Context: an optimization exercise on an open-source flow, tuned for small area, a short achievable clock period and few clock cycles per item. The choices shown serve that exercise and are no tape-out recipe.
Function was checked by simulation only, so behaviour that the tests miss may differ from the original.
Power is estimated from default activity; no workload was simulated.

## run 1
==> flow/design.v <==
module hw3_0516310(
	input clk,
	input enable,
	input [79:0] inbits,
	output [34:0] out_text,
	output reg valid);
	reg [79:0] sr;        
	reg loaded;           
	reg started;          
	reg [2:0] ph;         
	reg [2:0] n;          
	reg [12:0] code_r;    
	reg [27:0] out_hi;    
	wire [22:0] s;
	genvar k;
	generate for (k = 0; k < 23; k = k + 1) begin : g_s
		assign s[k] = sr[79-k];
	end endgenerate
	integer i, j;
	reg [19:0] m;         
	reg [7:0] live;
	always @* begin
		for (i = 0; i < 8; i = i + 1) live[i] = (i >= ph);
		for (i = 0; i < 20; i = i + 1) m[i] = s[i] & (i >= 8 || live[i]);
	end
	reg [20:0] gap, first;
	reg seen, any;
	always @* begin
		seen = started;
		for (i = 0; i <= 20; i = i + 1) begin
			gap[i] = seen & ~(s[i] | s[i+1] | s[i+2]);
			if (i < 8) gap[i] = gap[i] & live[i];
			seen = seen | s[i];
		end
		any = 1'b0;
		for (i = 0; i <= 20; i = i + 1) begin
			first[i] = gap[i] & ~any;
			any = any | gap[i];
		end
	end
	wire found = |gap;
	reg [12:0] code;
	always @* begin
		code = 13'd0;
		for (i = 1; i <= 20; i = i + 1)
			for (j = 0; j < 13; j = j + 1)
				if (j < i) code[j] = code[j] | (first[i] & m[i-1-j]);
	end
	wire st0 = |gap[4:0];
	wire st16 = found ? ~(|gap[12:0]) : ~started & ~(|s[15:0]);
	wire st8 = ~st0 & ~st16;
	reg [2:0] phn;
	always @* begin
		phn = 3'd0;
		for (i = 0; i <= 20; i = i + 1)
			if (first[i]) phn = phn | ((i + 3) % 8);
	end
	wire [79:0] nxt = ({80{~loaded}} & inbits)
	                | ({80{loaded & st0}} & sr)
	                | ({80{loaded & st8}} & {sr[71:0], 8'b0})
	                | ({80{loaded & st16}} & {sr[63:0], 16'b0});
	reg [6:0] letter;
	always @* begin
		case (code_r)
			13'b10111         : letter = 7'd65;
			13'b111010101     : letter = 7'd66;
			13'b11101011101   : letter = 7'd67;
			13'b1110101       : letter = 7'd68;
			13'b1             : letter = 7'd69;
			13'b101011101     : letter = 7'd70;
			13'b111011101     : letter = 7'd71;
			13'b1010101       : letter = 7'd72;
			13'b101           : letter = 7'd73;
			13'b1011101110111 : letter = 7'd74;
			13'b111010111     : letter = 7'd75;
			13'b101110101     : letter = 7'd76;
			13'b1110111       : letter = 7'd77;
			13'b11101         : letter = 7'd78;
			13'b11101110111   : letter = 7'd79;
			13'b10111011101   : letter = 7'd80;
			13'b1110111010111 : letter = 7'd81;
			13'b1011101       : letter = 7'd82;
			13'b10101         : letter = 7'd83;
			13'b111           : letter = 7'd84;
			13'b1010111       : letter = 7'd85;
			13'b101010111     : letter = 7'd86;
			13'b101110111     : letter = 7'd87;
			13'b11101010111   : letter = 7'd88;
			13'b1110101110111 : letter = 7'd89;
			13'b11101110101   : letter = 7'd90;
			default           : letter = 7'd0;
		endcase
	end
	wire emit = loaded & found & (n != 3'd5);
	assign out_text = {out_hi, letter};
	always @(posedge clk) begin
		sr <= nxt;
		if (emit) begin
			code_r <= code;
			out_hi <= {out_hi[20:0], letter};
		end
		if (!enable) begin
			loaded <= 1'b0;
			started <= 1'b0;
			ph <= 3'd0;
			n <= 3'd0;
			valid <= 1'b0;
		end else begin
			loaded <= 1'b1;
			if (loaded) begin
				started <= started | found | (|s[7:0]);
				ph <= phn;
			end
			if (emit) n <= n + 3'd1;
			if (emit && n == 3'd4) valid <= 1'b1;
		end
	end
endmodule
Settings: LEC_CHECK=0, CAP_MARGIN=20, CORE_MARGIN=2, CORE_UTILIZATION=40, CTS_BUF_LIST=sky130_fd_sc_hd__clkbuf_4 sky130_fd_sc_hd__clkbuf_8, CTS_CLUSTER_SIZE=30, SETUP_SLACK_MARGIN=1.0, SLEW_MARGIN=20; clock period 5.0 ns.
standard.sh (not shown) runs the stock make flow with config.mk's settings and CLKGATE_MAP_FILE= SYNTH_SCRIPT=/design/flow/synth_recipe.tcl, a recipe that flattens the netlist after the stock synthesis.
==> flow/flow/run.sh <==
#!/bin/bash
# The standard layout, with the port buffers made from the smallest buffer
# (buf_1) instead of the one buffer_ports picks by itself.
set -euo pipefail
bash standard.sh finish \
  "BUFFER_PORTS_ARGS=-buffer_cell sky130_fd_sc_hd__buf_1" \
  > standard.log 2>&1
Testbench counts of run 1, summed over its fixed seeds: cycles 29,937, items 4,000.
What run 2 does differently from run 1 at the input level:
Settings: ABC_CLOCK_PERIOD_IN_PS now 3000, previously not set; SETUP_SLACK_MARGIN now 1.5, was 1.0.
==> flow/flow/run.sh <==
#!/bin/bash
# The standard layout, with two changes:
# - synthesis maps with ABC's default script instead of ORFS's abc_speed
#   script (flow/synth_abc.tcl, which then runs synth_recipe.tcl unchanged);
# - the port buffers are made from the smallest buffer (buf_1) instead of
#   the one buffer_ports picks by itself.
set -euo pipefail
bash standard.sh finish \
  "SYNTH_SCRIPT=$PWD/flow/synth_abc.tcl" \
  "BUFFER_PORTS_ARGS=-buffer_cell sky130_fd_sc_hd__buf_1" \
  > standard.log 2>&1
==> flow/flow/synth_abc.tcl (new file) <==
# The standard flow's synthesis script, with ABC's own default mapping script in place of
# ORFS's abc_speed script (no other change: same passes, registers and names).
proc abc {args} {
  set i [lsearch -exact $args -script]
  if {$i >= 0} { set args [lreplace $args $i [expr {$i + 1}]] }
  yosys abc {*}$args
}
source [file join [file dirname [file dirname [file normalize [info script]]]] synth_recipe.tcl]
Results
Period utilization ends up higher on run 1.
Against run 1 as the reference, run 2 delivers a lower wire length.
Compared with run 1, run 2 shows a part of the total power dissipated in sequential elements that is 4.9 points higher.
Going from run 1 to run 2, maximum operating frequency grew by a few percent.
Non-clock buffer instance count of the final layout of run 2 exceeds that of run 1 by more than a quarter.
Diff run 1 -> run 2: final critical-path required period fell by 0.13 ns, simple-gate share of the synthesized area climbed 0.69 points, clock-cell share of area essentially unchanged, final area now smaller, total routed wire length on the met1 layer has decreased.
#### Input delta (run 3 over run 2)
Settings: TNS_END_PERCENT now 0, previously not set; ABC_CLOCK_PERIOD_IN_PS no longer set, was 3000.
==> flow/flow/run.sh <==
#!/bin/bash
# The standard layout, with the port buffers made from the smallest buffer
# (buf_1) instead of the one buffer_ports picks by itself.
set -euo pipefail
bash standard.sh finish \
  "BUFFER_PORTS_ARGS=-buffer_cell sky130_fd_sc_hd__buf_1" \
  > standard.log 2>&1
removed: flow/flow/synth_abc.tcl
### Flow results
- Run 3 — combined flip-flop and latch cell area 21 um^2 lower, run 2 as reference
- Run 2: full flow OK, the timing, DRC and antenna checks passed
- Run 3 went all the way through the flow, and no timing, DRC or antenna check failed.
- Run 3 improves on run 2 in pre-CTS setup slack.
- In the reports for run 3 and run 2, the smaller utilization belongs to run 3.
- Post-synthesis instance area went up by more than 10% going from run 2 to run 3.
- Between run 3 and run 2, filler cell count in the final layout is higher for run 3, run 2 comes in under that.
- Going from run 2 to run 3, the count of clock-buffer cells in the layout was found to have gone down by 1.
--- input diff run 3..run 4 ---
Settings: a deleted TNS_END_PERCENT that had been 0; an added ABC_CLOCK_PERIOD_IN_PS of 3000; a change of SETUP_SLACK_MARGIN from 1.5 to 1.75.
In the flow results for run 4 and run 3, the share of power burned in the clock network is larger on run 3. For the maximum number of pins on one net before global-route repair, run 4 came in 32% lower than run 3 did. Run 3 went all the way through the flow, and no timing, DRC or antenna check failed. The flow did not stop early for run 4: all stages ran, and the layout cleared the timing, DRC and antenna checks. Run 4: final worst slack is 0.049 ns higher than what run 3 reported. Clock-cell share of area came out lower on run 4 than on run 3. Run 3 → run 4: total power saw an increase; final instance area saw an increase; critical path required time saw little to no change.

-- separate check: timing with driven ports --
The flow's constraints put no driver on any port. The routed layouts listed below were extracted and timed again, unchanged, in two steps.
Step 1: set_driving_cell puts a clkbuf_16 on clk and a buf_2 on each other input, an assumption about the parent block.
Step 2 adds t to the input delays and takes it off the output delays; t is the mean of the earliest and latest rising clock arrival at the registers after step 1. Input paths then give back, and output paths get back, about the clock's delay inside the block.
Three values: ideal, step 1, step 2; two values: the first two.
run	t (ns)	setup WS [ns]	slew at the worst register clock pin (ns)
run 1	0.485	1.272 / 1.250 / 1.272	0.09 / 0.09
run 2	0.480	1.399 / 1.399 / 1.399	0.08 / 0.08
run 3	0.483	1.540 / 1.501 / 1.575	0.09 / 0.09
run 4	0.497	1.589 / 1.546 / 1.850	0.09 / 0.09
After both steps every run listed still meets setup and hold.
